What follows belongs to an exercise in optimizing a design on an open flow for small area; a production flow would make more cautious choices. In this exercise RTL edits were held to simulation tests only and were not proved equivalent to the original. Power is estimated from default activity; no workload was simulated.

[flow/flow/run.sh]
#!/bin/bash
# Own layout flow: the standard flow (standard.sh), with three changes:
#  1. after the standard synthesis, its combinational logic is mapped again
#     by ABC for area (flow/remap.abc); the flip-flops are kept as they are
#     (same instances, names and cells), and the new netlist is proved
#     equivalent to the standard one before it is used (else the standard
#     netlist is kept);
#  2. clock tree synthesis uses clkbuf_8 sink clusters and no dummy loads;
#  3. ports are buffered with buf_1 (every port still gets its own buffer).
# Each tool's output goes to a log file of its own in this folder.
set -euo pipefail
W=$(pwd)
K=$W/flow
R=$W/orfs/results/${FLOW_PLATFORM}/case2mod_new/base
LIB=$FLOW_HOME/platforms/${FLOW_PLATFORM}/lib/sky130_fd_sc_hd__tt_025C_1v80.lib
YOSYS=$(command -v yosys || echo "$FLOW_HOME/../tools/install/yosys/bin/yosys")

export CTS_ARGS="-sink_clustering_enable -repair_clock_nets -dont_use_dummy_load -buf_list sky130_fd_sc_hd__clkbuf_8 -sink_clustering_size 16 -sink_clustering_max_diameter 80"
export BUFFER_PORTS_ARGS="-buffer_cell sky130_fd_sc_hd__buf_1"

bash standard.sh synth > standard_synth.log 2>&1
cp "$R/1_2_yosys.v" "$W/std_netlist.v"

SEQ=$(tr '\n' ' ' < "$K/seq.txt")
DU=$(sed 's/^/-dont_use /' "$K/dont_use.txt" | tr '\n' ' ')
TOP=${FLOW_TOP}

cat > "$W/remap.ys" <<EOS
read_liberty -ignore_miss_func $LIB
blackbox $SEQ
read_verilog $W/std_netlist.v
hierarchy -check -top $TOP
flatten
opt_clean
abc -liberty $LIB -script $K/remap.abc $DU
opt_clean -purge
hilomap -singleton -hicell sky130_fd_sc_hd__conb_1 HI -locell sky130_fd_sc_hd__conb_1 LO
splitnets
opt_clean -purge
insbuf -buf sky130_fd_sc_hd__buf_4 A X
opt_clean -purge
stat -liberty $LIB
select -assert-none t:\$_*
write_verilog -noattr -nohex -nodec $W/remapped.v
EOS

# Equivalence of the two netlists: both read with the flip-flops as black
# boxes, every flip-flop instance turned into ports named after it (so the
# proof pairs flip-flops by instance name), then a SAT proof of the miter.
for x in gold gate; do
  if [[ $x == gold ]]; then f=$W/std_netlist.v; else f=$W/remapped.v; fi
  cat > "$W/eq_$x.ys" <<EOS
read_liberty -ignore_miss_func $LIB
blackbox $SEQ
read_verilog $f
hierarchy -check -top $TOP
flatten
delete t:\$scopeinfo
expose -evert -sep __ t:sky130_fd_sc_hd__*
opt_clean -purge
rename $TOP $x
write_verilog -noattr $W/eq_$x.v
EOS
done
cat > "$W/eq_miter.ys" <<EOS
read_liberty -ignore_miss_func $LIB
read_verilog $W/eq_gold.v $W/eq_gate.v
flatten
miter -equiv -flatten -make_assert gold gate miter
hierarchy -top miter
sat -verify -prove-asserts miter
EOS

use_remap=0
if timeout 1200 "$YOSYS" -s "$W/remap.ys" > "$W/remap.log" 2>&1; then
  if timeout 600 "$YOSYS" -s "$W/eq_gold.ys" > "$W/eq_gold.log" 2>&1 &&
     timeout 600 "$YOSYS" -s "$W/eq_gate.ys" > "$W/eq_gate.log" 2>&1 &&
     timeout 1200 "$YOSYS" -s "$W/eq_miter.ys" > "$W/eq_miter.log" 2>&1; then
    use_remap=1
  fi
fi
echo "use_remap=$use_remap" > "$W/remap_result.txt"
if [[ $use_remap == 1 ]]; then
  cp "$W/remapped.v" "$R/1_2_yosys.v"
  rm -f "$R/1_synth.odb" "$R/1_synth.sdc"
fi

bash standard.sh > standard.log 2>&1
[flow/flow/dont_use.txt]
sky130_fd_sc_hd__fill_1
sky130_fd_sc_hd__fill_2
sky130_fd_sc_hd__fill_4
sky130_fd_sc_hd__fill_8
sky130_fd_sc_hd__lpflow_bleeder_1
sky130_fd_sc_hd__lpflow_clkbufkapwr_1
sky130_fd_sc_hd__lpflow_clkbufkapwr_16
sky130_fd_sc_hd__lpflow_clkbufkapwr_2
sky130_fd_sc_hd__lpflow_clkbufkapwr_4
sky130_fd_sc_hd__lpflow_clkbufkapwr_8
sky130_fd_sc_hd__lpflow_clkinvkapwr_1
sky130_fd_sc_hd__lpflow_clkinvkapwr_16
sky130_fd_sc_hd__lpflow_clkinvkapwr_2
sky130_fd_sc_hd__lpflow_clkinvkapwr_4
sky130_fd_sc_hd__lpflow_clkinvkapwr_8
sky130_fd_sc_hd__lpflow_decapkapwr_12
sky130_fd_sc_hd__lpflow_decapkapwr_3
sky130_fd_sc_hd__lpflow_decapkapwr_4
sky130_fd_sc_hd__lpflow_decapkapwr_6
sky130_fd_sc_hd__lpflow_decapkapwr_8
sky130_fd_sc_hd__lpflow_inputiso0n_1
sky130_fd_sc_hd__lpflow_inputiso0p_1
sky130_fd_sc_hd__lpflow_inputiso1n_1
sky130_fd_sc_hd__lpflow_inputiso1p_1
sky130_fd_sc_hd__lpflow_inputisolatch_1
sky130_fd_sc_hd__lpflow_isobufsrc_1
sky130_fd_sc_hd__lpflow_isobufsrc_16
sky130_fd_sc_hd__lpflow_isobufsrc_2
sky130_fd_sc_hd__lpflow_isobufsrc_4
sky130_fd_sc_hd__lpflow_isobufsrc_8
sky130_fd_sc_hd__lpflow_isobufsrckapwr_16
sky130_fd_sc_hd__lpflow_lsbuf_lh_hl_isowell_tap_1
sky130_fd_sc_hd__lpflow_lsbuf_lh_hl_isowell_tap_2
sky130_fd_sc_hd__lpflow_lsbuf_lh_hl_isowell_tap_4
sky130_fd_sc_hd__lpflow_lsbuf_lh_isowell_4
sky130_fd_sc_hd__lpflow_lsbuf_lh_isowell_tap_1
sky130_fd_sc_hd__lpflow_lsbuf_lh_isowell_tap_2
sky130_fd_sc_hd__lpflow_lsbuf_lh_isowell_tap_4
sky130_fd_sc_hd__probe_p_8
sky130_fd_sc_hd__probec_p_8
[flow/flow/remap.abc]
strash
&get -n
&deepsyn -T 60
&put
dch -f
amap -F 5 -A 5
topo
[flow/flow/seq.txt]
sky130_fd_sc_hd__dfbbn_1
sky130_fd_sc_hd__dfbbn_2
sky130_fd_sc_hd__dfbbp_1
sky130_fd_sc_hd__dfrbp_1
sky130_fd_sc_hd__dfrbp_2
sky130_fd_sc_hd__dfrtn_1
sky130_fd_sc_hd__dfrtp_1
sky130_fd_sc_hd__dfrtp_2
sky130_fd_sc_hd__dfrtp_4
sky130_fd_sc_hd__dfsbp_1
sky130_fd_sc_hd__dfsbp_2
sky130_fd_sc_hd__dfstp_1
sky130_fd_sc_hd__dfstp_2
sky130_fd_sc_hd__dfstp_4
sky130_fd_sc_hd__dfxbp_1
sky130_fd_sc_hd__dfxbp_2
sky130_fd_sc_hd__dfxtp_1
sky130_fd_sc_hd__dfxtp_2
sky130_fd_sc_hd__dfxtp_4
sky130_fd_sc_hd__dlclkp_1
sky130_fd_sc_hd__dlclkp_2
sky130_fd_sc_hd__dlclkp_4
sky130_fd_sc_hd__dlrbn_1
sky130_fd_sc_hd__dlrbn_2
sky130_fd_sc_hd__dlrbp_1
sky130_fd_sc_hd__dlrbp_2
sky130_fd_sc_hd__dlrtn_1
sky130_fd_sc_hd__dlrtn_2
sky130_fd_sc_hd__dlrtn_4
sky130_fd_sc_hd__dlrtp_1
sky130_fd_sc_hd__dlrtp_2
sky130_fd_sc_hd__dlrtp_4
sky130_fd_sc_hd__dlxbn_1
sky130_fd_sc_hd__dlxbn_2
sky130_fd_sc_hd__dlxbp_1
sky130_fd_sc_hd__dlxtn_1
sky130_fd_sc_hd__dlxtn_2
sky130_fd_sc_hd__dlxtn_4
sky130_fd_sc_hd__dlxtp_1
sky130_fd_sc_hd__edfxbp_1
sky130_fd_sc_hd__edfxtp_1
sky130_fd_sc_hd__lpflow_inputisolatch_1
sky130_fd_sc_hd__sdfbbn_1
sky130_fd_sc_hd__sdfbbn_2
sky130_fd_sc_hd__sdfbbp_1
sky130_fd_sc_hd__sdfrbp_1
sky130_fd_sc_hd__sdfrbp_2
sky130_fd_sc_hd__sdfrtn_1
sky130_fd_sc_hd__sdfrtp_1
sky130_fd_sc_hd__sdfrtp_2
sky130_fd_sc_hd__sdfrtp_4
sky130_fd_sc_hd__sdfsbp_1
sky130_fd_sc_hd__sdfsbp_2
sky130_fd_sc_hd__sdfstp_1
sky130_fd_sc_hd__sdfstp_2
sky130_fd_sc_hd__sdfstp_4
sky130_fd_sc_hd__sdfxbp_1
sky130_fd_sc_hd__sdfxbp_2
sky130_fd_sc_hd__sdfxtp_1
sky130_fd_sc_hd__sdfxtp_2
sky130_fd_sc_hd__sdfxtp_4
sky130_fd_sc_hd__sdlclkp_1
sky130_fd_sc_hd__sdlclkp_2
sky130_fd_sc_hd__sdlclkp_4
sky130_fd_sc_hd__sedfxbp_1
sky130_fd_sc_hd__sedfxbp_2
sky130_fd_sc_hd__sedfxtp_1
sky130_fd_sc_hd__sedfxtp_2
sky130_fd_sc_hd__sedfxtp_4
[flow/standard.sh]
#!/bin/bash
# synth_recipe.tcl (not shown) runs the flow's synth.tcl, then flattens the netlist and writes it again
# the make line also repeats each setting of config.mk as NAME=value (left out here)
make -C /OpenROAD-flow-scripts/flow DESIGN_CONFIG=/design/flow/config.mk WORK_HOME=/design/flow/orfs CLKGATE_MAP_FILE= SYNTH_SCRIPT=/design/flow/synth_recipe.tcl "${@:-finish}"
[flow/config.mk]
export PLATFORM = sky130hd
export DESIGN_NAME = case2mod_new
export DESIGN_NICKNAME = case2mod_new
export VERILOG_FILES = /design/flow/design.v
export SDC_FILE = /design/flow/constraint.sdc
export NUM_CORES = 4
export LEC_CHECK = 0
export CAP_MARGIN = 20
export CORE_MARGIN = 2
export CORE_UTILIZATION = 40
export SLEW_MARGIN = 20
[flow/constraint.sdc]
create_clock -name core_clock -period 10.0 [get_ports {clk}]
set_input_delay 2.0000 -clock core_clock [delete_from_list [all_inputs] [get_ports {clk}]]
set_output_delay 2.0000 -clock core_clock [all_outputs]
set_load 0.01 [all_outputs]
[flow/design.v]
module node_fix
  #(parameter W = 14,
    parameter [W-1:0] TAP = 0,
    parameter [W-1:0] SZ = 0,
    parameter [W-1:0] SERP = 0,
    parameter [W-1:0] SRRP = 0,
    parameter [W-1:0] SREST = 0)
  (input  clk,
   input  reset,
   input  enb,
   input  inExt,
   input  inMem,
   output Active,
   output pt_nz,
   output pt_3);
  localparam [2:0] S_REST = 3'b000, S_RRP = 3'b010, S_ERP = 3'b001,
                   S_FIRE = 3'b011, S_ERPS = 3'b101, S_ERP1 = 3'b111;
  reg [2:0] st;
  reg [W-1:0] c;
  wire activeMem = (st == S_FIRE);
  wire node_in = activeMem | inExt;
  wire rest = (st == S_REST);
  wire cz = (c == SZ);
  always @(posedge clk or posedge reset)
    if (reset) begin
      st          <= S_REST;
      c           <= SREST;
    end else if (enb) begin
      if (node_in) begin
        st <= rest ? S_ERPS : S_ERP1;
        c  <= SERP;
      end else if (cz) begin
        if (st[0]) begin
          st <= S_RRP;
          c  <= SRRP;
        end else if (st[1]) begin
          st <= S_REST;
          c  <= SREST;
        end else begin
          st <= S_FIRE;
          c  <= SERP;
        end
      end else begin
        if (st[0]) st <= S_ERP;
        c <= {c[W-2:0], ^(c & TAP)};
      end
    end
  assign Active = activeMem | inMem;
  assign pt_nz  = st[2];
  assign pt_3   = st[1];
endmodule
module node_sa
  #(parameter [7:0] TAP = 0,
    parameter [7:0] SZ = 0,
    parameter [7:0] SERP = 0,
    parameter [7:0] SRRP = 0,
    parameter [15:0] TREST_INIT = 300)
  (input  clk,
   input  reset,
   input  enb,
   input  inExt,
   input  inMem,
   input  [15:0] Trest_def,
   output Active,
   output pt_nz,
   output pt_3);
  localparam [2:0] S_REST = 3'b000, S_RRP = 3'b010, S_ERP = 3'b001,
                   S_FIRE = 3'b011, S_ERPS = 3'b101, S_ERP1 = 3'b111;
  reg [2:0] st;
  reg [15:0] r;
  reg [7:0] e;
  wire activeMem = (st == S_FIRE);
  wire node_in = activeMem | inExt;
  wire rest = (st == S_REST);
  wire rz = (r == 16'd0);
  wire ez = (e == SZ);
  always @(posedge clk or posedge reset)
    if (reset) begin
      st          <= S_REST;
      r           <= TREST_INIT;
    end else if (enb) begin
      if (rest) begin
        if (node_in | rz) begin
          st <= node_in ? S_ERPS : S_FIRE;
          r  <= Trest_def;
        end else begin
          r <= r - 1'b1;
        end
      end else if (node_in) begin
        st <= S_ERP1;
      end else if (ez) begin
        st <= st[0] ? S_RRP : S_REST;
      end else begin
        if (st[0]) st <= S_ERP;
      end
    end
  always @(posedge clk)
    if (enb) begin
      if (rest | node_in) e <= SERP;
      else if (ez) e <= SRRP;
      else e <= {e[6:0], ^(e & TAP)};
    end
  assign Active = activeMem | inMem;
  assign pt_nz  = st[2];
  assign pt_3   = st[1];
endmodule
module path_aut
  #(parameter VARF = 0,
    parameter FW = 16,
    parameter [FW-1:0] FTAP = 0,
    parameter [FW-1:0] FZ = 0,
    parameter [FW-1:0] F1 = 0,
    parameter [FW-1:0] F3 = 0,
    parameter BW = 16,
    parameter [BW-1:0] BTAP = 0,
    parameter [BW-1:0] BZ = 0,
    parameter [BW-1:0] B1 = 0,
    parameter [BW-1:0] B3 = 0)
  (input  clk,
   input  reset,
   input  enb,
   input  in1,
   input  in2,
   input  en_nz,
   input  en_3,
   input  ex_nz,
   input  ex_3,
   input  [15:0] forw,
   output out1,
   output out2,
   output out1_q,    
   output out2_q);
  reg sA, sC, sD, sR;
  reg nidle, o1, o2;        
  reg [FW-1:0] fcur;
  reg [BW-1:0] bcur;
  reg bdef3;
  wire sI = ~(sA | sC | sD | sR);
  wire idle = ~nidle;
  wire [FW-1:0] fnew;
  wire [FW-1:0] fdef;
  generate
    if (VARF) begin : g_varf
      reg [FW-1:0] fdef_r;
      wire [FW-1:0] f1 = forw[FW-1:0];
      assign fnew = en_3 ? (f1 + {f1[FW-2:0], 1'b0}) : f1;
      always @(posedge clk)
        if (enb & en_nz) fdef_r <= fnew;
      assign fdef = fdef_r;
    end else begin : g_constf
      reg fdef3;
      assign fnew = en_3 ? F3 : F1;
      always @(posedge clk)
        if (enb & en_nz) fdef3 <= en_3;
      assign fdef = fdef3 ? F3 : F1;
    end
  endgenerate
  wire [BW-1:0] bnew = ex_3 ? B3 : B1;
  wire [BW-1:0] bdef = bdef3 ? B3 : B1;
  wire [FW-1:0] fdef_t = en_nz ? fnew : fdef;
  wire [FW-1:0] fcur_t = (en_nz & idle) ? fnew : fcur;
  wire [BW-1:0] bdef_t = ex_nz ? bnew : bdef;
  wire [BW-1:0] bcur_t = (ex_nz & idle) ? bnew : bcur;
  wire fz = (fcur_t == FZ);
  wire bz = (bcur_t == BZ);
  wire [FW-1:0] fcur_dec = VARF ? fcur_t - 1'b1 : {fcur_t[FW-2:0], ^(fcur_t & FTAP)};
  wire [BW-1:0] bcur_dec = {bcur_t[BW-2:0], ^(bcur_t & BTAP)};
  wire a_run  = sA & ~in2 & ~fz;        
  wire a_out  = sA & ~in2 & fz;         
  wire a_dbl  = sA & in2;
  wire d_ante = sD & bz;                
  wire d_conf = sD & ~bz & ~fz;
  wire d_ret  = sD & ~bz & fz;          
  wire r_out  = sR & bz & ~in1;         
  wire r_dbl  = sR & in1;
  wire r_run  = sR & ~in1 & ~bz;        
  wire i_ante = sI & in1;
  wire i_ret  = sI & ~in1 & in2;
  wire sA_n = a_run | d_ante | i_ante;
  wire sC_n = a_out | d_conf | r_out;
  wire sD_n = a_dbl | r_dbl;
  wire sR_n = d_ret | i_ret | r_run;
  wire nidle_n = ~sC & (nidle | a_run);
  wire o1_n = d_ante | r_out | (o1 & ~sC & ~a_run);
  wire o2_n = a_out | d_ret | (o2 & ~sC & ~r_run);
  wire [FW-1:0] fcur_n = (sD & ~bz) ? fdef_t : ((sA & ~in2) ? fcur_dec : fcur_t);
  wire [BW-1:0] bcur_n = (d_ante | d_conf | r_out) ? bdef_t : (r_run ? bcur_dec : bcur_t);
  always @(posedge clk or posedge reset)
    if (reset) begin
      sA   <= 1'b0;
      sC   <= 1'b0;
      sD   <= 1'b0;
      sR   <= 1'b0;
      nidle <= 1'b0;
      o1   <= 1'b0;
      o2   <= 1'b0;
      bcur <= BZ;
    end else if (enb) begin
      sA   <= sA_n;
      sC   <= sC_n;
      sD   <= sD_n;
      sR   <= sR_n;
      nidle <= nidle_n;
      o1   <= o1_n;
      o2   <= o2_n;
      bcur <= bcur_n;
    end
  always @(posedge clk)
    if (enb) begin
      fcur <= fcur_n;
      if (ex_nz) bdef3 <= ex_3;
    end
  assign out1 = o1_n;
  assign out2 = o2_n;
  assign out1_q = o1;
  assign out2_q = o2;
endmodule
module PAC
  #(parameter W = 9,
    parameter [W-1:0] TAP = 0,
    parameter [W-1:0] SZ = 0,
    parameter [W-1:0] SDEF = 0)
  (input  clk,
   input  reset,
   input  enb,
   input  st_en,
   input  act,
   output PVC,
   output PVC_q);
  localparam [1:0] S_WAIT = 2'd0, S_COUNT = 2'd1, S_START = 2'd2;
  reg [1:0] st;
  reg [W-1:0] count;
  reg pvc;
  reg pvc_n;
  wire cz = (count == SZ);
  always @* begin
    pvc_n = pvc;
    case (st)
      S_COUNT: pvc_n = cz;
      S_WAIT:  if (!st_en) pvc_n = 1'b0;
      default: if (!act) pvc_n = 1'b0;
    endcase
  end
  always @(posedge clk or posedge reset)
    if (reset) begin
      st    <= S_WAIT;
      pvc   <= 1'b0;
    end else if (enb) begin
      pvc <= pvc_n;
      case (st)
        S_COUNT: if (cz) st <= S_WAIT;
        S_WAIT:  if (st_en) st <= S_START;
        default: if (act) st <= S_COUNT;
      endcase
    end
  always @(posedge clk)
    if (enb) begin
      if (st == S_COUNT) count <= {count[W-2:0], ^(count & TAP)};
      else count <= SDEF;
    end
  assign PVC = pvc_n;
  assign PVC_q = pvc;
endmodule
`timescale 1 ns / 1 ns
module case2mod_new
  (input  clk,
   input  reset,
   input  clk_enable,
   input  AP,
   input  VP,
   input  [15:0] SArest,
   input  [15:0] AVforw,
   input  PAC_en,
   input  PVC_en,
   output ce_out,
   output NA1Out,
   output NA2Out,
   output NA3Out,
   output NA4Out,
   output NA5Out,
   output NA6Out,
   output NA7Out);
  wire enb = clk_enable;
  wire a1, a2, a3, a4, a5, a6, a7;                  
  wire n1, n2, n3, n4, n5, n6, n7;                  
  wire t1, t2, t3, t4, t5, t6, t7;                  
  wire p1o1, p1o2, p2o1, p2o2, p3o1, p3o2, p4o1, p4o2;
  wire p5o1, p5o2, p6o1, p6o2, p7o1, p7o2;
  wire pac, pvc;
  wire p1q1, p1q2, p2q1, p2q2, p3q1, p3q2, p4q1, p4q2;    
  wire p5q1, p5q2, p6q1, p6q2, p7q1, p7q2;
  wire pacq, pvcq;
  reg APq, VPq;
  always @(posedge clk or posedge reset)
    if (reset) begin
      APq <= 1'b0;
      VPq <= 1'b0;
    end else if (enb) begin
      APq <= AP;
      VPq <= VP;
    end
  PAC #(.W(8), .TAP(8'b10111000), .SZ(8'b11111111), .SDEF(8'b10111000)) u_PAC
    (.clk(clk), .reset(reset), .enb(enb), .st_en(PAC_en), .act(a1), .PVC(pac), .PVC_q(pacq));
  PAC #(.W(9), .TAP(9'b100010000), .SZ(9'b111111111), .SDEF(9'b111000100)) u_PVC
    (.clk(clk), .reset(reset), .enb(enb), .st_en(PVC_en), .act(a3), .PVC(pvc), .PVC_q(pvcq));
  node_sa #(.TAP(8'b10111000), .SZ(8'b00000111), .SERP(8'b01000000), .SRRP(8'b01000100),
            .TREST_INIT(16'd300)) u_NA1
    (.clk(clk), .reset(reset), .enb(enb),
     .inExt(pac | AP | p4o1 | p1o1 | p3o1), .inMem(pacq | APq | p4q1 | p1q1 | p3q1), .Trest_def(SArest),
     .Active(a1), .pt_nz(n1), .pt_3(t1));
  node_fix #(.W(14), .TAP(14'b10000000010101), .SZ(14'b00110110000110),
             .SERP(14'b11110111001100), .SRRP(14'b11110110101100), .SREST(14'b11100111011100)) u_NA2
    (.clk(clk), .reset(reset), .enb(enb), .inExt(p2o1 | p1o2), .inMem(p2q1 | p1q2),
     .Active(a2), .pt_nz(n2), .pt_3(t2));
  node_fix #(.W(14), .TAP(14'b10000000010101), .SZ(14'b10100010110111),
             .SERP(14'b00001101011010), .SRRP(14'b00001010011000), .SREST(14'b00001110011000)) u_NA3
    (.clk(clk), .reset(reset), .enb(enb), .inExt(pvc | p2o2 | VP), .inMem(pvcq | p2q2 | VPq),
     .Active(a3), .pt_nz(n3), .pt_3(t3));
  node_fix #(.W(14), .TAP(14'b10000000010101), .SZ(14'b10100010110111),
             .SERP(14'b00001101011010), .SRRP(14'b00001010011000), .SREST(14'b00001110011000)) u_NA4
    (.clk(clk), .reset(reset), .enb(enb), .inExt(p5o1 | p3o2), .inMem(p5q1 | p3q2),
     .Active(a4), .pt_nz(n4), .pt_3(t4));
  node_fix #(.W(14), .TAP(14'b10000000010101), .SZ(14'b10100010110111),
             .SERP(14'b00001101011010), .SRRP(14'b00001010011000), .SREST(14'b00001110011000)) u_NA5
    (.clk(clk), .reset(reset), .enb(enb), .inExt(p7o1 | p5o2), .inMem(p7q1 | p5q2),
     .Active(a5), .pt_nz(n5), .pt_3(t5));
  node_fix #(.W(14), .TAP(14'b10000000010101), .SZ(14'b11011001111111),
             .SERP(14'b01110010001011), .SRRP(14'b11110010000011), .SREST(14'b01100010001001)) u_NA6
    (.clk(clk), .reset(reset), .enb(enb), .inExt(p6o1 | p4o2), .inMem(p6q1 | p4q2),
     .Active(a6), .pt_nz(n6), .pt_3(t6));
  node_fix #(.W(14), .TAP(14'b10000000010101), .SZ(14'b11011001111111),
             .SERP(14'b01110010001011), .SRRP(14'b11110010000011), .SREST(14'b01100010001001)) u_NA7
    (.clk(clk), .reset(reset), .enb(enb), .inExt(p6o2 | p7o2), .inMem(p6q2 | p7q2),
     .Active(a7), .pt_nz(n7), .pt_3(t7));
  path_aut #(.FW(7), .FTAP(7'b1100000), .FZ(7'b0101110), .F1(7'b1010110), .F3(7'b0010110),
             .BW(9), .BTAP(9'b100010000), .BZ(9'b000110110), .B1(9'b101111011), .B3(9'b111111011)) u_PA1
    (.clk(clk), .reset(reset), .enb(enb), .in1(a1), .in2(a2),
     .en_nz(n1), .en_3(t1), .ex_nz(n2), .ex_3(t2), .forw(16'd0),
     .out1(p1o1), .out2(p1o2), .out1_q(p1q1), .out2_q(p1q2));
  path_aut #(.VARF(1), .FW(16), .FZ(16'd0),
             .BW(9), .BTAP(9'b100010000), .BZ(9'b010010011), .B1(9'b111111101), .B3(9'b111111100)) u_PA2
    (.clk(clk), .reset(reset), .enb(enb), .in1(a2), .in2(a3),
     .en_nz(n2), .en_3(t2), .ex_nz(n3), .ex_3(t3), .forw(AVforw),
     .out1(p2o1), .out2(p2o2), .out1_q(p2q1), .out2_q(p2q2));
  path_aut #(.FW(8), .FTAP(8'b10111000), .FZ(8'b00011000), .F1(8'b10010101), .F3(8'b00010101),
             .BW(16), .BTAP(16'b1101000000001000), .BZ(16'b0000010000000101), .B1(16'b0000000000011111), .B3(16'b0000000001111111)) u_PA3
    (.clk(clk), .reset(reset), .enb(enb), .in1(a1), .in2(a4),
     .en_nz(n1), .en_3(t1), .ex_nz(n4), .ex_3(t4), .forw(16'd0),
     .out1(p3o1), .out2(p3o2), .out1_q(p3q1), .out2_q(p3q2));
  path_aut #(.FW(6), .FTAP(6'b110000), .FZ(6'b001101), .F1(6'b001001), .F3(6'b000001),
             .BW(6), .BTAP(6'b110000), .BZ(6'b001101), .B1(6'b001001), .B3(6'b000001)) u_PA4
    (.clk(clk), .reset(reset), .enb(enb), .in1(a1), .in2(a6),
     .en_nz(n1), .en_3(t1), .ex_nz(n6), .ex_3(t6), .forw(16'd0),
     .out1(p4o1), .out2(p4o2), .out1_q(p4q1), .out2_q(p4q2));
  path_aut #(.FW(6), .FTAP(6'b110000), .FZ(6'b000011), .F1(6'b011010), .F3(6'b011000),
             .BW(6), .BTAP(6'b110000), .BZ(6'b010000), .B1(6'b100110), .B3(6'b000110)) u_PA5
    (.clk(clk), .reset(reset), .enb(enb), .in1(a4), .in2(a5),
     .en_nz(n4), .en_3(t4), .ex_nz(n5), .ex_3(t5), .forw(16'd0),
     .out1(p5o1), .out2(p5o2), .out1_q(p5q1), .out2_q(p5q2));
  path_aut #(.FW(7), .FTAP(7'b1100000), .FZ(7'b0010001), .F1(7'b0111111), .F3(7'b0011111),
             .BW(7), .BTAP(7'b1100000), .BZ(7'b0010001), .B1(7'b0111111), .B3(7'b0011111)) u_PA6
    (.clk(clk), .reset(reset), .enb(enb), .in1(a6), .in2(a7),
     .en_nz(n6), .en_3(t6), .ex_nz(n7), .ex_3(t7), .forw(16'd0),
     .out1(p6o1), .out2(p6o2), .out1_q(p6q1), .out2_q(p6q2));
  path_aut #(.FW(7), .FTAP(7'b1100000), .FZ(7'b0000001), .F1(7'b1000110), .F3(7'b1000010),
             .BW(7), .BTAP(7'b1100000), .BZ(7'b0000001), .B1(7'b1000110), .B3(7'b1000010)) u_PA7
    (.clk(clk), .reset(reset), .enb(enb), .in1(a5), .in2(a7),
     .en_nz(n5), .en_3(t5), .ex_nz(n7), .ex_3(t7), .forw(16'd0),
     .out1(p7o1), .out2(p7o2), .out1_q(p7q1), .out2_q(p7q2));
  assign NA1Out = a1;
  assign NA2Out = a2;
  assign NA3Out = a3;
  assign NA4Out = a4;
  assign NA5Out = a5;
  assign NA6Out = a6;
  assign NA7Out = a7;
  assign ce_out = clk_enable;
endmodule
==> flow_summary.yaml, run 1 <==
floorplan:
  die_y_um: 207
  die_w_um: 207
  die_area_sq_mm: 0.0428
  initial_core_util_pct: 40.4
  io_pins: 47
  fp-row-count: 74
  core_area_sq_mm: 0.0407
clock_tree:
  cts.reportedPaths.clkPinSlew_ps: 100
  cts_tree: "yes"
  numCtsBuffers: 26
  cts-root-buf: "clkbuf_8"
  cts_resized: 0
  clock-sinks: 343
  cts_buffer_depth: 3
  postCtsSetupRepairBufs: 0
  clkLatencyLatePin_ps: 610
  htreeDepth: 1
  cts.hold.buffers_added: 0
yosys:
  synth_area_sq_mm: 0.0165
  syn-num-nets: 1810
  synthCells: 1771
  synth.avg_cell_area_sq_um: 9.30
  yosysWarnings: 14
power:
  leakagePower_nw: 6.22
  p_total_mw: 4.34
  ir_drop_mv: 0.0901
  p_per_area_mw_per_mm2: 244
routing:
  drtIter0Drc: 1026
  drcViolationCount: 0
  via_per_inst: 5.53
  firstDrtPassIters: 5
  drt_wl_total_mm: 35.8
  routedWlPerCell_um: 15.0
  detail-route-antenna-nets: 0
  num_vias: 13200
setup_path:
  cp_max_fo: 10
  crit_arrival_ps: 6890
  critPathKind: "input pin to register"
  critPathCaptureType: "register"
  cp-start-kind: "input pin"
  required_ps: 10500
global_routing:
  grt_max_degree: 142
  grt_usage_pct: 17.1
  first_global_vias: 12700
  grt_pass1_wl_mm: 61.2
  grt_overflow: 0
  antenna_found_initial: 0
placed_design:
  place.detailed.hpwl_mm: 24.3
  gp_congestion: 0.822
  port_buffers: 46
layout:
  diodes: 0
  multiInputGateArea_sq_mm: 0.00608
  regArea_sq_mm: 0.00918
  drive_gt1_share_pct: 5.18
  area_growth_pct: 7.80
  layout.nets: 1894
  n_fill_cell: 3988
timing:
  worst_slew_pin_slew_ps: 978
  finalSetupViolations: 0
  rsz0062_at_grt: "no"
  fin_crit_sh_pct: 63.9
  period_needed_ps: 6390
  fin_setup_tns_ps: 0
  fmax_mhz: 157
  slew_headroom_pct: 34.8
  finalClockSkew_ps: 89.1
  final_hold_viol_count: 0
  slew_violations: 0
job:
  cap_violations: 0
hold_path:
  hp-class: "register to register"
run_status:
  outcome: "no timing/DRC/antenna violations"
[final timing paths]
path                              from       endpoint  slack [ps]  depth (start not counted)
hold / removal              u_NA4.c[9]    u_NA4.c[10]         470                          2
min in group asynchronous        reset    u_NA6.c[13]        1640                          2
hold reg to reg             u_NA4.c[9]    u_NA4.c[10]         470                          2
setup / recovery             AVforw[1]    u_NA2.c[10]        3610                         24
max in group asynchronous        reset  u_PA1.bcur[0]        7190                          3
setup reg to reg           u_NA2.st[2]    u_NA2.c[10]        4210                         17
[worst max-delay path, stage by stage]
cell and delay (ps):
buf_1 120, clkinv_1 150, o21ai_0 250, nor2b_1 200
nor2_1 70, nor2_1 130, nor2_1 70, nor2_1 120
nor2_1 70, nor2_1 130, nor2_1 80, nor3_1 240
a21oi_1 190, nor3_1 150, a21oi_1 100, or4_1 450
nor4bb_1 630, nor2_1 160, a211oi_1 300, o32ai_1 150
nor4_1 420, nand2_1 350, o22ai_1 250, o21ai_0 100
[sequential cells by signal, summed over array words and instances (netlist names), 16 cells and up]
signal	cells
u_PA3.bcur	16
u_PA2.g_varf.fdef_r	16
u_PA2.fcur	16
u_NA1.r	16
[per-stage QoR]
step	hold slack [ps]	area [sq um]	setup slack, ps	std cells	util [%]
6_report	469	17700	3610	2385	43.6
5_1_grt	493	17700	3040	2385	43.6
4_1_cts	476	17700	3730	2385	43.6
3_5_place_dp	465	17400	3060	2359	42.7
3_3_place_gp	458	17400	3260	2359	42.7
2_1_floorplan	451	16500	3710	1771	-
[power breakdown]
group | internal (mW) | switching, mW
clock | 0.233 | 0.438
sequential | 1.92 | 0.256
combinational | 0.542 | 0.953
total | 2.69 | 1.65
[routing by layer]
metal	vias up	part of all wire (%)	global-route usage (%)
li1	6565	-	-
met1	6361	49	24.9
met2	235	46	27.3
met3	33	4.2	2.21
met4	0	1.4	3.85
met5	-	0	0
[layout by cell type (no fill, tap or decap), types with 6 or more instances in the layout]
| cell type | n |
|---|---|
| clkinv_1 | 318 |
| nor2_1 | 259 |
| dfrtp_1 | 182 |
| o21ai_0 | 142 |
| o22ai_1 | 111 |
| nand2_1 | 110 |
| edfxtp_1 | 105 |
| a21oi_1 | 104 |
| nor3_1 | 60 |
| dfstp_2 | 56 |
| o22a_1 | 47 |
| buf_1 | 45 |
| clkbuf_8 | 26 |
| nor4_1 | 25 |
| nand3_1 | 23 |
| nand4_1 | 22 |
| a22oi_1 | 21 |
| o221ai_1 | 18 |
| o21a_1 | 16 |
| o32ai_1 | 11 |
| nor2b_1 | 11 |
| a211oi_1 | 11 |
| buf_4 | 11 |
| o32a_1 | 9 |
| or2_0 | 9 |
| or4_1 | 9 |
| a31oi_1 | 8 |
| a311oi_1 | 7 |
| a222oi_1 | 7 |
| a221oi_1 | 6 |
| o211ai_1 | 6 |
[area by class of cell]
cell class                 count  area share (%)
clock buffer                  26            2.02
inverter                     320            6.82
multi-input combinational   1107            34.2
sequential                   343            51.7
tap                          532            3.75
timing repair buffer          57            1.46
==> run 2, diff against run 1 <==
--- a/flow/design.v
+++ b/flow/design.v
@@ -6,3 +6,4 @@
     parameter [W-1:0] SRRP = 0,
-    parameter [W-1:0] SREST = 0)
+    parameter [W-1:0] SREST = 0,
+    parameter [W-1:0] MASK = 0)    
   (input  clk,
@@ -18,3 +19,5 @@
   reg [2:0] st;
-  reg [W-1:0] c;
+  reg [W-1:0] cm;                   
+  wire [W-1:0] c = cm ^ MASK;
+  reg [W-1:0] c_n;
   wire activeMem = (st == S_FIRE);
@@ -26,23 +29,23 @@
       st          <= S_REST;
-      c           <= SREST;
+      cm          <= SREST ^ MASK;
     end else if (enb) begin
+      cm <= c_n ^ MASK;
       if (node_in) begin
         st <= rest ? S_ERPS : S_ERP1;
-        c  <= SERP;
       end else if (cz) begin
-        if (st[0]) begin
-          st <= S_RRP;
-          c  <= SRRP;
-        end else if (st[1]) begin
-          st <= S_REST;
-          c  <= SREST;
-        end else begin
-          st <= S_FIRE;
-          c  <= SERP;
-        end
+        if (st[0]) st <= S_RRP;
+        else if (st[1]) st <= S_REST;
+        else st <= S_FIRE;
       end else begin
         if (st[0]) st <= S_ERP;
-        c <= {c[W-2:0], ^(c & TAP)};
       end
     end
+  always @* begin
+    if (node_in) c_n = SERP;
+    else if (cz) begin
+      if (st[0]) c_n = SRRP;
+      else if (st[1]) c_n = SREST;
+      else c_n = SERP;
+    end else c_n = {c[W-2:0], ^(c & TAP)};
+  end
   assign Active = activeMem | inMem;
@@ -96,8 +99,6 @@
     end
-  always @(posedge clk)
-    if (enb) begin
-      if (rest | node_in) e <= SERP;
-      else if (ez) e <= SRRP;
-      else e <= {e[6:0], ^(e & TAP)};
-    end
+  wire [7:0] e_n = (rest | node_in) ? SERP : (ez ? SRRP : {e[6:0], ^(e & TAP)});
+  always @(posedge clk or posedge reset)
+    if (reset) e <= 8'd0;
+    else e <= e ^ ((e ^ e_n) & {8{enb}});
   assign Active = activeMem | inMem;
@@ -146,4 +147,6 @@
       assign fnew = en_3 ? (f1 + {f1[FW-2:0], 1'b0}) : f1;
-      always @(posedge clk)
-        if (enb & en_nz) fdef_r <= fnew;
+      wire we = enb & en_nz;
+      always @(posedge clk or posedge reset)
+        if (reset) fdef_r <= {FW{1'b0}};
+        else fdef_r <= fdef_r ^ ((fdef_r ^ fnew) & {FW{we}});
       assign fdef = fdef_r;
@@ -152,4 +155,6 @@
       assign fnew = en_3 ? F3 : F1;
-      always @(posedge clk)
-        if (enb & en_nz) fdef3 <= en_3;
+      wire we = enb & en_nz;
+      always @(posedge clk or posedge reset)
+        if (reset) fdef3 <= 1'b0;
+        else fdef3 <= fdef3 ^ ((fdef3 ^ en_3) & we);
       assign fdef = fdef3 ? F3 : F1;
@@ -207,7 +212,11 @@
     end
-  always @(posedge clk)
-    if (enb) begin
-      fcur <= fcur_n;
-      if (ex_nz) bdef3 <= ex_3;
-    end
+  wire bwe = enb & ex_nz;
+  always @(posedge clk or posedge reset)
+    if (reset) begin
+      fcur <= {FW{1'b0}};
+      bdef3 <= 1'b0;
+    end else begin
+    fcur  <= fcur ^ ((fcur ^ fcur_n) & {FW{enb}});
+    bdef3 <= bdef3 ^ ((bdef3 ^ ex_3) & bwe);
+  end
   assign out1 = o1_n;
@@ -255,7 +264,6 @@
     end
-  always @(posedge clk)
-    if (enb) begin
-      if (st == S_COUNT) count <= {count[W-2:0], ^(count & TAP)};
-      else count <= SDEF;
-    end
+  wire [W-1:0] count_n = (st == S_COUNT) ? {count[W-2:0], ^(count & TAP)} : SDEF;
+  always @(posedge clk or posedge reset)
+    if (reset) count <= {W{1'b0}};
+    else count <= count ^ ((count ^ count_n) & {W{enb}});
   assign PVC = pvc_n;
@@ -311,3 +319,4 @@
   node_fix #(.W(14), .TAP(14'b10000000010101), .SZ(14'b00110110000110),
-             .SERP(14'b11110111001100), .SRRP(14'b11110110101100), .SREST(14'b11100111011100)) u_NA2
+             .SERP(14'b11110111001100), .SRRP(14'b11110110101100), .SREST(14'b11100111011100),
+             .MASK(14'b10101010101010)) u_NA2
     (.clk(clk), .reset(reset), .enb(enb), .inExt(p2o1 | p1o2), .inMem(p2q1 | p1q2),
@@ -315,3 +324,4 @@
   node_fix #(.W(14), .TAP(14'b10000000010101), .SZ(14'b10100010110111),
-             .SERP(14'b00001101011010), .SRRP(14'b00001010011000), .SREST(14'b00001110011000)) u_NA3
+             .SERP(14'b00001101011010), .SRRP(14'b00001010011000), .SREST(14'b00001110011000),
+             .MASK(14'b10101010101010)) u_NA3
     (.clk(clk), .reset(reset), .enb(enb), .inExt(pvc | p2o2 | VP), .inMem(pvcq | p2q2 | VPq),
@@ -319,3 +329,4 @@
   node_fix #(.W(14), .TAP(14'b10000000010101), .SZ(14'b10100010110111),
-             .SERP(14'b00001101011010), .SRRP(14'b00001010011000), .SREST(14'b00001110011000)) u_NA4
+             .SERP(14'b00001101011010), .SRRP(14'b00001010011000), .SREST(14'b00001110011000),
+             .MASK(14'b10101010101010)) u_NA4
     (.clk(clk), .reset(reset), .enb(enb), .inExt(p5o1 | p3o2), .inMem(p5q1 | p3q2),
@@ -323,3 +334,4 @@
   node_fix #(.W(14), .TAP(14'b10000000010101), .SZ(14'b10100010110111),
-             .SERP(14'b00001101011010), .SRRP(14'b00001010011000), .SREST(14'b00001110011000)) u_NA5
+             .SERP(14'b00001101011010), .SRRP(14'b00001010011000), .SREST(14'b00001110011000),
+             .MASK(14'b10101010101010)) u_NA5
     (.clk(clk), .reset(reset), .enb(enb), .inExt(p7o1 | p5o2), .inMem(p7q1 | p5q2),
@@ -327,3 +339,4 @@
   node_fix #(.W(14), .TAP(14'b10000000010101), .SZ(14'b11011001111111),
-             .SERP(14'b01110010001011), .SRRP(14'b11110010000011), .SREST(14'b01100010001001)) u_NA6
+             .SERP(14'b01110010001011), .SRRP(14'b11110010000011), .SREST(14'b01100010001001),
+             .MASK(14'b10101010101010)) u_NA6
     (.clk(clk), .reset(reset), .enb(enb), .inExt(p6o1 | p4o2), .inMem(p6q1 | p4q2),
@@ -331,3 +344,4 @@
   node_fix #(.W(14), .TAP(14'b10000000010101), .SZ(14'b11011001111111),
-             .SERP(14'b01110010001011), .SRRP(14'b11110010000011), .SREST(14'b01100010001001)) u_NA7
+             .SERP(14'b01110010001011), .SRRP(14'b11110010000011), .SREST(14'b01100010001001),
+             .MASK(14'b10101010101010)) u_NA7
     (.clk(clk), .reset(reset), .enb(enb), .inExt(p6o2 | p7o2), .inMem(p6q2 | p7q2),
--- a/flow/flow/run.sh
+++ b/flow/flow/run.sh
@@ -17,3 +17,3 @@
 
-export CTS_ARGS="-sink_clustering_enable -repair_clock_nets -dont_use_dummy_load -buf_list sky130_fd_sc_hd__clkbuf_8 -sink_clustering_size 16 -sink_clustering_max_diameter 80"
+export CTS_ARGS="-sink_clustering_enable -repair_clock_nets -dont_use_dummy_load -buf_list sky130_fd_sc_hd__clkbuf_8 -sink_clustering_size 24 -sink_clustering_max_diameter 60"
 export BUFFER_PORTS_ARGS="-buffer_cell sky130_fd_sc_hd__buf_1"
==> flow_summary.yaml, run 2 <==
run_status:
  outcome: "no timing/DRC/antenna violations"
layout:
  n_fill_cell: 3923
  final_common_cell: "clkinv_1"
  layout.nets: 1942
  diodes: 0
  layout.cells.most_common_list: "303 x clkinv_1, 283 x dfrtp_1, 247 x nor2_1, 131 x o22ai_1, 127 x o21ai_0"
  area_growth_pct: 8.79
  drive_gt1_share_pct: 5.89
routing:
  routedWlPerCell_um: 15.2
  firstDrtPassIters: 6
  num_vias: 13600
  drtIter0Drc: 936
  drt_wl_total_mm: 36.8
  drcViolationCount: 0
  via_per_inst: 5.60
  detail-route-antenna-nets: 0
placed_design:
  place.detailed.hpwl_mm: 25.2
  gp_congestion: 0.844
  port_buffers: 46
clock_tree:
  clock-sinks: 343
  postCtsSetupRepairBufs: 0
  cts_buffer_depth: 3
  cts_resized: 0
  cts_tree: "yes"
  numCtsBuffers: 34
  cts.hold.buffers_added: 0
  clkLatencyLatePin_ps: 600
  cts-root-buf: "clkbuf_8"
  htreeDepth: 2
  cts.reportedPaths.clkPinSlew_ps: 90
timing:
  fin_crit_sh_pct: 58.7
  fin_setup_tns_ps: 0
  slew_violations: 0
  fmax_mhz: 170
  worst_slew_pin_slew_ps: 1030
  rsz0062_at_grt: "no"
  final_hold_viol_count: 0
  finalClockSkew_ps: 66.3
  slew_headroom_pct: 30.9
  finalSetupViolations: 0
  period_needed_ps: 5870
global_routing:
  grt_overflow: 0
  grt_pass1_wl_mm: 64.0
  grt_max_degree: 124
  first_global_vias: 13200
  antenna_found_initial: 0
  grt_usage_pct: 18.1
power:
  clock_power_share_pct: 16.9
  ir_drop_mv: 0.102
  switching_share_pct: 38.7
  seq_power_share_pct: 48.4
  p_total_mw: 4.51
  p_per_area_mw_per_mm2: 255
  p_int_mw: 2.76
  leakagePower_nw: 6.68
  combPwrFrac_pct: 34.8
  p_switching_mw: 1.74
floorplan:
  io_pins: 47
  die_y_um: 206
  die_w_um: 206
  die_area_sq_mm: 0.0423
  initial_core_util_pct: 40.7
  core_area_sq_mm: 0.0399
  fp-row-count: 73
setup_path:
  worstReg2RegEnd: "u_NA3.st[1]"
  cp_max_fo: 9
  rrSetupSlack_ps: 4900
  rr_startpoint: "u_NA3.st[0]"
  reg2reg_depth: 29
  critPathKind: "input pin to register"
  cp-startpoint: "AVforw[1]"
  cp-start-kind: "input pin"
  critPathCaptureType: "register"
  crit_arrival_ps: 6330
  required_ps: 10470
  endpoint: "u_NA3.st[1]"
hold_path:
  hp-class: "register to register"
  min-delay-start: "u_NA2.cm[7]"
job:
  cap_violations: 0
yosys:
  synthCells: 1807
  yosysWarnings: 14
  synth.avg_cell_area_sq_um: 9.00
  synth_area_sq_mm: 0.0163
  syn-num-nets: 1846
run 2: per-stage QoR:
step	hold slack, ps	cells	utilization [%]	instance area [sq um]	setup slack (ps)
after floorplan	391	1807	-	16300	1700
after global placement	412	2392	43.2	17200	3740
after detailed placement	414	2392	43.2	17200	3610
after CTS	431	2426	44.3	17700	4260
after global routing	454	2426	44.3	17700	3450
final	429	2426	44.3	17700	4130
run 2: power by group through the flow:
stage	clock network [mW]	registers, mW	logic (mW)
global placement	0	2.20	1.54
detailed placement	0	2.20	1.57
global route	0.852	2.25	1.79
CTS	0.803	2.18	1.57
floorplan	0	2.12	1.22
finish	0.760	2.18	1.57
run 2: worst max-delay path, cell delays in order:
cell and delay [ps]:
buf_1 140, clkinv_1 160, o21ai_0 230, nor2b_1 190
nor2_1 70, nor2_1 130, nor2_1 80, nor2_1 120
nor2_1 70, nor2_1 120, nor2_1 70, nor2_1 120
nor2_1 70, nor3_1 180, nor2_1 70, a21oi_1 160
nor2_1 60, a21oi_1 210, nor4b_1 730, clkinv_1 270
nor2_1 250, nor4_1 80, buf_4 170, nand2_1 250
a21oi_1 140, nand2_1 90, o221ai_1 100
run 2: layout make-up:
class	count	area (sq um)	area share, %
flip-flops and latches	343	8660	48.9
clock buffers	34	468	2.64
multi-input cells	1158	6450	36.5
well taps	525	657	3.71
inverters	305	1150	6.53
repair buffers	61	302	1.70
run 2: routing by layer:
layer | up-vias | part of all wire [%] | GRT usage (%)
met5 | - | 0 | 0
met1 | 6582 | 49 | 25.6
li1 | 6735 | - | -
met2 | 231 | 45 | 28.6
met3 | 47 | 4.3 | 3.31
met4 | 0 | 1.7 | 4.80
run 2: worst min path at each step:
stage	endpoint	cells past startpoint
2_1_floorplan	u_NA2.cm[8]	1
3_3_place_gp	u_NA2.cm[8]	1
3_5_place_dp	u_NA2.cm[8]	1
4_1_cts	u_NA2.cm[8]	1
5_1_grt	u_NA2.cm[8]	1
6_report	u_NA2.cm[8]	1
==> run 3, diff against run 2 <==
--- a/flow/flow/run.sh
+++ b/flow/flow/run.sh
@@ -17,3 +17,3 @@
 
-export CTS_ARGS="-sink_clustering_enable -repair_clock_nets -dont_use_dummy_load -buf_list sky130_fd_sc_hd__clkbuf_8 -sink_clustering_size 24 -sink_clustering_max_diameter 60"
+export CTS_ARGS="-sink_clustering_enable -repair_clock_nets -dont_use_dummy_load -buf_list sky130_fd_sc_hd__clkbuf_8 -sink_clustering_size 16 -sink_clustering_max_diameter 80"
 export BUFFER_PORTS_ARGS="-buffer_cell sky130_fd_sc_hd__buf_1"
==> flow_summary.yaml, run 3 <==
layout:
  area_growth_pct: 8.00
  layout.cells.most_common_list: "283 x dfrtp_1, 283 x clkinv_1, 228 x nor2_1, 136 x o21ai_0"
  multiInputGateArea_sq_mm: 0.00650
  drive_gt1_share_pct: 5.49
  layout.nets: 1916
  fin_cells: 2400
  n_fill_cell: 3886
  diodes: 0
  regArea_sq_mm: 0.00866
floorplan:
  die_y_um: 205
  die_w_um: 205
  die_area_sq_mm: 0.0422
  io_pins: 47
  initial_core_util_pct: 40.7
  core_area_sq_mm: 0.0399
  fp-row-count: 73
hold_path:
  hp-class: "register to register"
  worstHoldEndpoint: "u_NA2.cm[8]"
  whs_path_depth: 1
  min-delay-start: "u_NA2.cm[7]"
clock_tree:
  clkLatencyLatePin_ps: 600
  cts_resized: 0
  cts.hold.buffers_added: 0
  clock-sinks: 343
  cts-root-buf: "clkbuf_8"
  numCtsBuffers: 26
  cts.reportedPaths.clkPinSlew_ps: 100
  cts_tree: "yes"
  htreeDepth: 1
  cts_buffer_depth: 3
  postCtsSetupRepairBufs: 0
timing:
  worst_slew_pin_slew_ps: 1030
  fmax_mhz: 175
  finalClockSkew_ps: 36.1
  fin_setup_tns_ps: 0
  rsz0062_at_grt: "no"
  final_hold_viol_count: 0
  finalSetupViolations: 0
  period_needed_ps: 5710
  slew_headroom_pct: 30.8
  slew_violations: 0
  fin_crit_sh_pct: 57.1
yosys:
  syn-num-nets: 1829
  synth_area_sq_mm: 0.0162
  synth.avg_cell_area_sq_um: 9.07
  synthCells: 1790
  yosysWarnings: 14
setup_path:
  cp-start-kind: "input pin"
  cp_max_fo: 4
  crit_arrival_ps: 6220
  reg2reg_depth: 22
  critPathCaptureType: "register"
  rr_startpoint: "u_NA2.st[2]"
  critPathKind: "input pin to register"
  worstReg2RegEnd: "u_NA3.st[1]"
  rrSetupSlack_ps: 4700
  required_ps: 10510
routing:
  wl_met3_mm: 1.31
  route.met2.wl_mm: 17.1
  top_layer: "met4"
  num_vias: 13500
  via_per_inst: 5.62
  drt-met1-wl_mm: 18.2
  routedWlPerCell_um: 15.5
  drt_wl_total_mm: 37.3
  drcViolationCount: 0
  detail-route-antenna-nets: 0
  firstDrtPassIters: 5
  drtIter0Drc: 930
global_routing:
  grt_usage_pct: 18.2
  grt_max_degree: 76
  antenna_found_initial: 0
  first_global_vias: 13300
  grt_pass1_wl_mm: 64.8
  grt_overflow: 0
placed_design:
  port_buffers: 46
  dpl.cell_count: 2374
  gp_congestion: 0.865
  place.detailed.hpwl_mm: 25.7
power:
  leakagePower_nw: 6.55
  ir_drop_mv: 0.132
  p_per_area_mw_per_mm2: 256
run_status:
  outcome: "no timing/DRC/antenna violations"
job:
  cap_violations: 0
==> run 3: changes by cell type in the layout (fill, tap and decap cells not counted), moves of 7 or more <==
cell | before | now
clkinv_1 | 303 | 283
nor2_1 | 247 | 228
nor3_1 | 67 | 51
o21ai_0 | 127 | 136
or3_1 | 14 | 23
clkbuf_8 | 34 | 26
a222oi_1 | 10 | 3
nand3_1 | 31 | 38
==> run 3: power breakdown <==
group          leakage [nW]  switching [mW]  internal [mW]
Clock                 0.187           0.440          0.233
Combinational          2.38            1.03          0.602
Sequential             3.99           0.314           1.87
Total                  6.55            1.78           2.71
==> run 3: worst max-delay path by stage <==
stage | endpoint | slack [ps] | cells after the start | start
6_report | u_NA3.st[1] | 4290 | 20 | AVforw[0]
5_1_grt | u_NA2.st[1] | 3780 | 23 | AVforw[0]
4_1_cts | u_NA2.st[1] | 4380 | 21 | AVforw[0]
3_5_place_dp | u_NA3.st[1] | 3740 | 20 | AVforw[0]
3_3_place_gp | u_NA2.st[1] | 3860 | 21 | AVforw[0]
2_1_floorplan | APq | 1700 | 1 | reset
==> run 3: area by class of cell <==
class / instances / area share, %
flip-flops and latches: 343 / 49.4
multi-input cells: 1161 / 37.1
inverters: 285 / 6.16
well taps: 525 / 3.75
clock buffers: 26 / 2.04
repair buffers: 60 / 1.61
==> run 3: per-layer routing <==
metal	vias to the layer above	GRT usage, %
li1	6681	-
met1	6551	26.0
met2	203	29.7
met3	41	2.58
met4	0	3.78
met5	-	0
==> run 3: stage by stage <==
step | total power, mW | hold WS [ps] | util, % | setup slack [ps] | cell area, sq um
2_1_floorplan | 3.39 | 391 | - | 1700 | 16200
3_3_place_gp | 3.81 | 425 | 43.0 | 3860 | 17200
3_5_place_dp | 3.84 | 417 | 43.0 | 3740 | 17200
4_1_cts | 4.52 | 443 | 43.9 | 4380 | 17500
5_1_grt | 4.88 | 460 | 43.9 | 3780 | 17500
6_report | 4.49 | 439 | 43.9 | 4290 | 17500
==> run 3: critical path: stages <==
cell and delay, ps:
buf_1 180, clkinv_1 190, o21ai_0 260, nor2b_1 200, nor2_1 80, nor3_1 190
o21ai_0 160, o22ai_1 220, clkinv_1 130, or4_1 520, or4_1 550, nor3_1 340
nand2_1 150, nor2_1 220, nor2_1 100, nand3_1 160, clkinv_1 130, nor2_1 140
clkinv_1 120, o21ai_0 160
==> run 4, diff against run 3 <==
--- a/flow/flow/run.sh
+++ b/flow/flow/run.sh
@@ -17,3 +17,3 @@
 
-export CTS_ARGS="-sink_clustering_enable -repair_clock_nets -dont_use_dummy_load -buf_list sky130_fd_sc_hd__clkbuf_8 -sink_clustering_size 16 -sink_clustering_max_diameter 80"
+export CTS_ARGS="-sink_clustering_enable -repair_clock_nets -dont_use_dummy_load -buf_list sky130_fd_sc_hd__clkbuf_4 -sink_clustering_size 10 -sink_clustering_max_diameter 50"
 export BUFFER_PORTS_ARGS="-buffer_cell sky130_fd_sc_hd__buf_1"
@@ -27,3 +27,7 @@
 
-cat > "$W/remap.ys" <<EOS
+# The remap is run with four ABC random seeds in parallel; the smallest
+# result that is proved equivalent is used.
+for S in 0 1 2 3; do
+  sed "s/-S 0/-S $S/" "$K/remap.abc" > "$W/remap_$S.abc"
+  cat > "$W/remap_$S.ys" <<EOS
 read_liberty -ignore_miss_func $LIB
@@ -34,3 +38,3 @@
 opt_clean
-abc -liberty $LIB -script $K/remap.abc $DU
+abc -liberty $LIB -script $W/remap_$S.abc $DU
 opt_clean -purge
@@ -43,4 +47,15 @@
 select -assert-none t:\$_*
-write_verilog -noattr -nohex -nodec $W/remapped.v
+write_verilog -noattr -nohex -nodec $W/remapped_$S.v
 EOS
+  (timeout 1200 "$YOSYS" -s "$W/remap_$S.ys" > "$W/remap_$S.log" 2>&1 || rm -f "$W/remapped_$S.v") &
+done
+wait
+: > "$W/remap_areas.txt"
+for S in 0 1 2 3; do
+  if [[ -f "$W/remapped_$S.v" ]]; then
+    area=$(grep "Chip area" "$W/remap_$S.log" | tail -1 | awk '{print $NF}')
+    echo "$area $S" >> "$W/remap_areas.txt"
+  fi
+done
+sort -g "$W/remap_areas.txt" -o "$W/remap_areas.txt"
 
@@ -74,3 +89,4 @@
 use_remap=0
-if timeout 1200 "$YOSYS" -s "$W/remap.ys" > "$W/remap.log" 2>&1; then
+while read -r area S; do
+  cp "$W/remapped_$S.v" "$W/remapped.v"
   if timeout 600 "$YOSYS" -s "$W/eq_gold.ys" > "$W/eq_gold.log" 2>&1 &&
@@ -79,4 +95,6 @@
     use_remap=1
+    echo "seed=$S area=$area" > "$W/remap_choice.txt"
+    break
   fi
-fi
+done < "$W/remap_areas.txt"
 echo "use_remap=$use_remap" > "$W/remap_result.txt"
==> flow/flow/remap.abc (replaced) <==
strash
&get -n
&deepsyn -T 60 -S 0
&put
dch -f
amap -F 5 -A 5
topo
==> flow_summary.yaml, run 4 <==
run_status:
  outcome: "no timing/DRC/antenna violations"
job:
  cap_violations: 0
placed_design:
  place_area_sq_mm: 0.0172
  preCtsSetupSlack_ps: 3570
  gp_congestion: 0.872
  dpl.cell_count: 2363
  port_buffers: 46
  place.detailed.hpwl_mm: 25.6
setup_path:
  required_ps: 10670
  critPathKind: "input pin to register"
  cpMostUsedCell: "nor2_1"
  cp_slowest_cell: "nor4b_1"
  path_delay_family: "simple AND/OR/NAND/NOR gates"
  critPathCaptureType: "register"
  cp_max_fo: 6
  worstPathBufferInverterCount: 4
  crit_arrival_ps: 6430
  critical_path.max_stage_delay_ps: 620
  cp-start-kind: "input pin"
floorplan:
  io_pins: 47
  core_area_sq_mm: 0.0399
  die_y_um: 206
  initial_core_util_pct: 40.7
  fp-row-count: 73
  die_area_sq_mm: 0.0423
  die_w_um: 206
clock_tree:
  cts-root-buf: "clkbuf_4"
  clock-sinks: 343
  clkLatencyLatePin_ps: 770
  cts.hold.buffers_added: 0
  cts_tree: "yes"
  cts_buffer_depth: 3
  htreeDepth: 2
  cts_resized: 0
  cts.reportedPaths.clkPinSlew_ps: 110
  numCtsBuffers: 45
  postCtsSetupRepairBufs: 0
timing:
  worst_slew_pin_slew_ps: 997
  final_hold_viol_count: 0
  finalSetupViolations: 0
  fin_ws_ps: 4240
  slew_headroom_pct: 33.5
  slew_violations: 0
  fmax_mhz: 174
  fin_hold_ws_ps: 436
  finalClockSkew_ps: 46.8
  fin_crit_sh_pct: 57.6
  rsz0062_at_grt: "no"
  fin_setup_tns_ps: 0
  period_needed_ps: 5760
routing:
  drtIter0Drc: 880
  drt_wl_total_mm: 37.8
  firstDrtPassIters: 5
  via_per_inst: 5.64
  num_vias: 13600
  routedWlPerCell_um: 15.7
  detail-route-antenna-nets: 0
  drcViolationCount: 0
layout:
  regArea_sq_mm: 0.00866
  fin_area_sq_mm: 0.0175
  final_common_cell: "dfrtp_1"
  layout.cells.most_common_list: "283 x dfrtp_1, 282 x clkinv_1, 229 x nor2_1, 150 x o21ai_0, 123 x nand2_1"
  fin_cells: 2409
  n_fill_cell: 3892
  drive_gt1_share_pct: 6.16
  area_growth_pct: 7.76
  multiInputGateArea_sq_mm: 0.00652
  final_core_util_pct: 43.9
  layout.nets: 1924
yosys:
  synth_area_sq_mm: 0.0163
  synthCells: 1785
  syn-num-nets: 1824
  yosysWarnings: 14
  synth.avg_cell_area_sq_um: 9.11
hold_path:
  hp-class: "register to register"
global_routing:
  first_global_vias: 13600
  grt_pass1_wl_mm: 66.0
  grt_usage_pct: 18.8
  grt_overflow: 0
  grt_max_degree: 127
  antenna_found_initial: 2
power:
  p_total_mw: 4.41
  ir_drop_mv: 0.109
  p_per_area_mw_per_mm2: 252
  leakagePower_nw: 6.51
==> run 4: worst register-to-register path: stages, from the launching register on <==
cell and delay, ps:
dfrtp_1 410, or4_1 550, or4_1 640, or3_1 370, o21ai_0 170, a31o_1 210, nor4_1 120, o41ai_1 150
clkinv_1 250, nor2_1 770, clkinv_1 680, a21oi_1 350, o21ai_0 110
==> run 4: worst paths after layout <==
check                              start                          to  slack (ps)  depth (start not counted)
max reg2reg                u_PA3.bcur[6]                 u_NA1.r[15]        5130                         12
max                            AVforw[1]                 u_NA2.cm[9]        4240                         28
min                         u_NA3.cm[12]                u_NA3.cm[13]         440                          1
min in group asynchronous          reset                 u_NA5.cm[6]        1480                          2
min reg2reg                 u_NA3.cm[12]                u_NA3.cm[13]         440                          1
max in group asynchronous          reset  asynchronous set/reset pin        6980                          3
==> run 4: final cells by class <==
type                            count  area share [%]
Tap cell                          525            3.75
Timing Repair Buffer               54            1.49
Clock buffer                       45            1.93
Antenna cell                        1          0.0143
Inverter                          284            6.14
Multi-Input combinational cell   1157            37.2
Sequential cell                   343            49.4
==> run 4: power breakdown <==
group          switching (mW)  total [mW]  internal (mW)  leakage, nW
Sequential              0.330        2.21           1.88         3.99
Clock                   0.455       0.662          0.207        0.207
Combinational           0.968        1.54          0.576         2.31
==> run 4: layer usage <==
| metal | routed length [um] | share of wire (%) | track usage, % |
|---|---|---|---|
| met5 | 13 | 0.034 | 0 |
| met4 | 773 | 2.0 | 5.88 |
| met3 | 1710 | 4.5 | 3.01 |
| met2 | 17300 | 46 | 30.2 |
| met1 | 18000 | 48 | 26.1 |
==> run 5, diff against run 4 <==
--- a/flow/flow/run.sh
+++ b/flow/flow/run.sh
@@ -17,3 +17,3 @@
 
-export CTS_ARGS="-sink_clustering_enable -repair_clock_nets -dont_use_dummy_load -buf_list sky130_fd_sc_hd__clkbuf_4 -sink_clustering_size 10 -sink_clustering_max_diameter 50"
+export CTS_ARGS="-sink_clustering_enable -repair_clock_nets -dont_use_dummy_load -buf_list {sky130_fd_sc_hd__clkbuf_4 sky130_fd_sc_hd__clkbuf_8} -sink_clustering_size 12 -sink_clustering_max_diameter 60"
 export BUFFER_PORTS_ARGS="-buffer_cell sky130_fd_sc_hd__buf_1"
==> flow_summary.yaml, run 5 <==
timing:
  finalClockSkew_ps: 92.5
  slew_headroom_pct: 35.9
  fin_setup_tns_ps: 0
  slew_violations: 0
  finalSetupViolations: 0
  fmax_mhz: 169
  rsz0062_at_grt: "no"
  fin_crit_sh_pct: 59.1
  worst_slew_pin_slew_ps: 955
  period_needed_ps: 5910
  final_hold_viol_count: 0
setup_path:
  critPathKind: "input pin to register"
  reg2reg_depth: 12
  rr_startpoint: "u_PA3.bcur[6]"
  cp-start-kind: "input pin"
  worstReg2RegEnd: "u_NA1.r[15]"
  crit_arrival_ps: 6450
  cp_max_fo: 6
  required_ps: 10540
  critPathCaptureType: "register"
  rrSetupSlack_ps: 5110
run_status:
  outcome: "no timing/DRC/antenna violations"
floorplan:
  fp-row-count: 73
  core_area_sq_mm: 0.0399
  die_w_um: 206
  initial_core_util_pct: 40.7
  die_area_sq_mm: 0.0423
  die_y_um: 206
  io_pins: 47
layout:
  multiInputGateArea_sq_mm: 0.00652
  regArea_sq_mm: 0.00866
  area_growth_pct: 9.05
  drive_gt1_share_pct: 5.86
  final_core_util_pct: 44.4
  n_fill_cell: 3871
  layout.cells.most_common_list: "283 x dfrtp_1, 282 x clkinv_1, 229 x nor2_1, 150 x o21ai_0, 123 x nand2_1"
  final_common_cell: "dfrtp_1"
  diodes: 0
  layout.nets: 1918
routing:
  detail-route-antenna-nets: 0
  routedWlPerCell_um: 15.7
  firstDrtPassIters: 5
  num_vias: 13500
  via_per_inst: 5.63
  drcViolationCount: 0
  drt_wl_total_mm: 37.6
  drtIter0Drc: 868
global_routing:
  grt_overflow: 0
  grt_pass1_wl_mm: 65.6
  grt_usage_pct: 18.7
  antenna_found_initial: 0
  first_global_vias: 13500
  grt_max_degree: 127
yosys:
  yosysWarnings: 14
  synth.avg_cell_area_sq_um: 9.11
  syn-num-nets: 1824
  synthCells: 1785
  synth_area_sq_mm: 0.0163
clock_tree:
  cts_tree: "yes"
  cts.hold.buffers_added: 0
  numCtsBuffers: 38
  cts_buffer_depth: 3
  cts.reportedPaths.clkPinSlew_ps: 80
  cts-root-buf: "clkbuf_8"
  clkLatencyLatePin_ps: 610
  htreeDepth: 2
  clock-sinks: 343
  cts_resized: 0
  postCtsSetupRepairBufs: 0
power:
  ir_drop_mv: 0.113
  leakagePower_nw: 6.59
  p_per_area_mw_per_mm2: 257
hold_path:
  whs_path_depth: 1
  worstHoldEndpoint: "u_NA3.cm[13]"
  min-delay-start: "u_NA3.cm[12]"
  hp-class: "register to register"
placed_design:
  place.detailed.hpwl_mm: 25.6
  gp_congestion: 0.872
  port_buffers: 46
job:
  cap_violations: 0
-- run 5: cell type report --
class | count | share of cell area, %
Sequential cell | 343 | 48.8
Timing Repair Buffer | 55 | 1.63
Multi-Input combinational cell | 1157 | 36.8
Clock buffer | 38 | 2.95
Inverter | 284 | 6.07
Tap cell | 525 | 3.71
-- run 5: worst max path at each step --
stage / startpoint / end / slack [ps] / cells past startpoint
finish: AVforw[1] / u_NA2.cm[9] / 4090 / 28
global placement: AVforw[1] / u_NA2.cm[9] / 3640 / 28
floorplan: reset / APq / 1700 / 1
detailed placement: AVforw[1] / u_NA2.cm[9] / 3570 / 28
CTS: AVforw[1] / u_NA2.cm[9] / 4220 / 28
global route: AVforw[1] / u_NA2.cm[9] / 3560 / 28
-- run 5: layer usage --
metal,global-route usage (%),vias up,part of all wire (%)
li1,-,6719,-
met1,26.2,6509,48
met2,30.0,234,46
met3,2.68,54,3.8
met4,5.63,0,1.9
met5,0,-,0
-- run 5: critical path: stages --
cell,delay (ps)
buf_1,190
clkinv_1,160
o21ai_0,230
and2_0,190
nor2_1,60
nor2b_1,150
nor2_1,70
nor2_1,140
nor2_1,70
nor2_1,170
nor2_1,60
nor2_1,180
o21a_1,160
o221ai_1,120
nand2_1,90
o21ai_0,110
nor2_1,110
a21oi_1,70
nor4b_1,630
clkinv_1,310
nand2_1,150
and3_1,200
nor4_1,70
nand2_1,190
clkinv_1,200
nand2_1,190
nor2_1,60
a21oi_1,120
-- run 5: metrics by stage --
stage,hold WS (ps),power [mW],cell area [sq um],cells,setup WS (ps)
after floorplan,396,3.34,16300,1785,1700
after global placement,414,3.74,17200,2363,3640
after detailed placement,421,3.77,17200,2363,3570
after CTS,433,4.60,17700,2401,4220
after global routing,447,4.95,17700,2402,3560
final,430,4.56,17700,2402,4090
-- run 5: power by group --
group | internal (mW) | switching, mW | total (mW)
clock network | 0.339 | 0.464 | 0.803
registers | 1.88 | 0.330 | 2.21
logic | 0.577 | 0.968 | 1.55
total | 2.79 | 1.76 | 4.56

==> afterwards: timing with drivers on the ports <==
How much do the figures lean on ideal ports? The routed layouts below were timed once more, with nothing changed but the port constraints.
Step 1 (the two cells are an assumption about what drives the block):
set clk [get_ports {clk}]
set_driving_cell -lib_cell sky130_fd_sc_hd__clkbuf_16 $clk
set_driving_cell -lib_cell sky130_fd_sc_hd__buf_2 [delete_from_list [all_inputs] $clk]
Step 2 moves the port delays by t, midway between the first and last clock arrival at a register: inputs arrive t later, outputs are due t later. That takes back most of the time a late clock gives input paths.
a / b / c = ideal / step 1 / step 2; a / b = the first two.
| run | t, ns | setup slack, ns | worst setup path after step 2 | latest minus earliest clock arrival (ns) |
|---|---|---|---|---|
| run 1 | 0.619 | 3.613 / 3.638 / 3.019 | input to register | 0.091 / 0.091 |
| run 2 | 0.617 | 4.132 / 4.144 / 3.528 | input to register | 0.067 / 0.067 |
| run 3 | 0.632 | 4.292 / 4.315 / 3.683 | input to register | 0.036 / 0.036 |
| run 4 | 0.784 | 4.245 / 4.268 / 3.484 | input to register | 0.058 / 0.058 |
| run 5 | 0.606 | 4.091 / 4.115 / 3.509 | input to register | 0.095 / 0.096 |
After both steps every run listed still meets setup and hold. For run 4, which loses most, drivers alone change the setup slack by +0.023 ns; drivers and shift together by -0.761 ns.
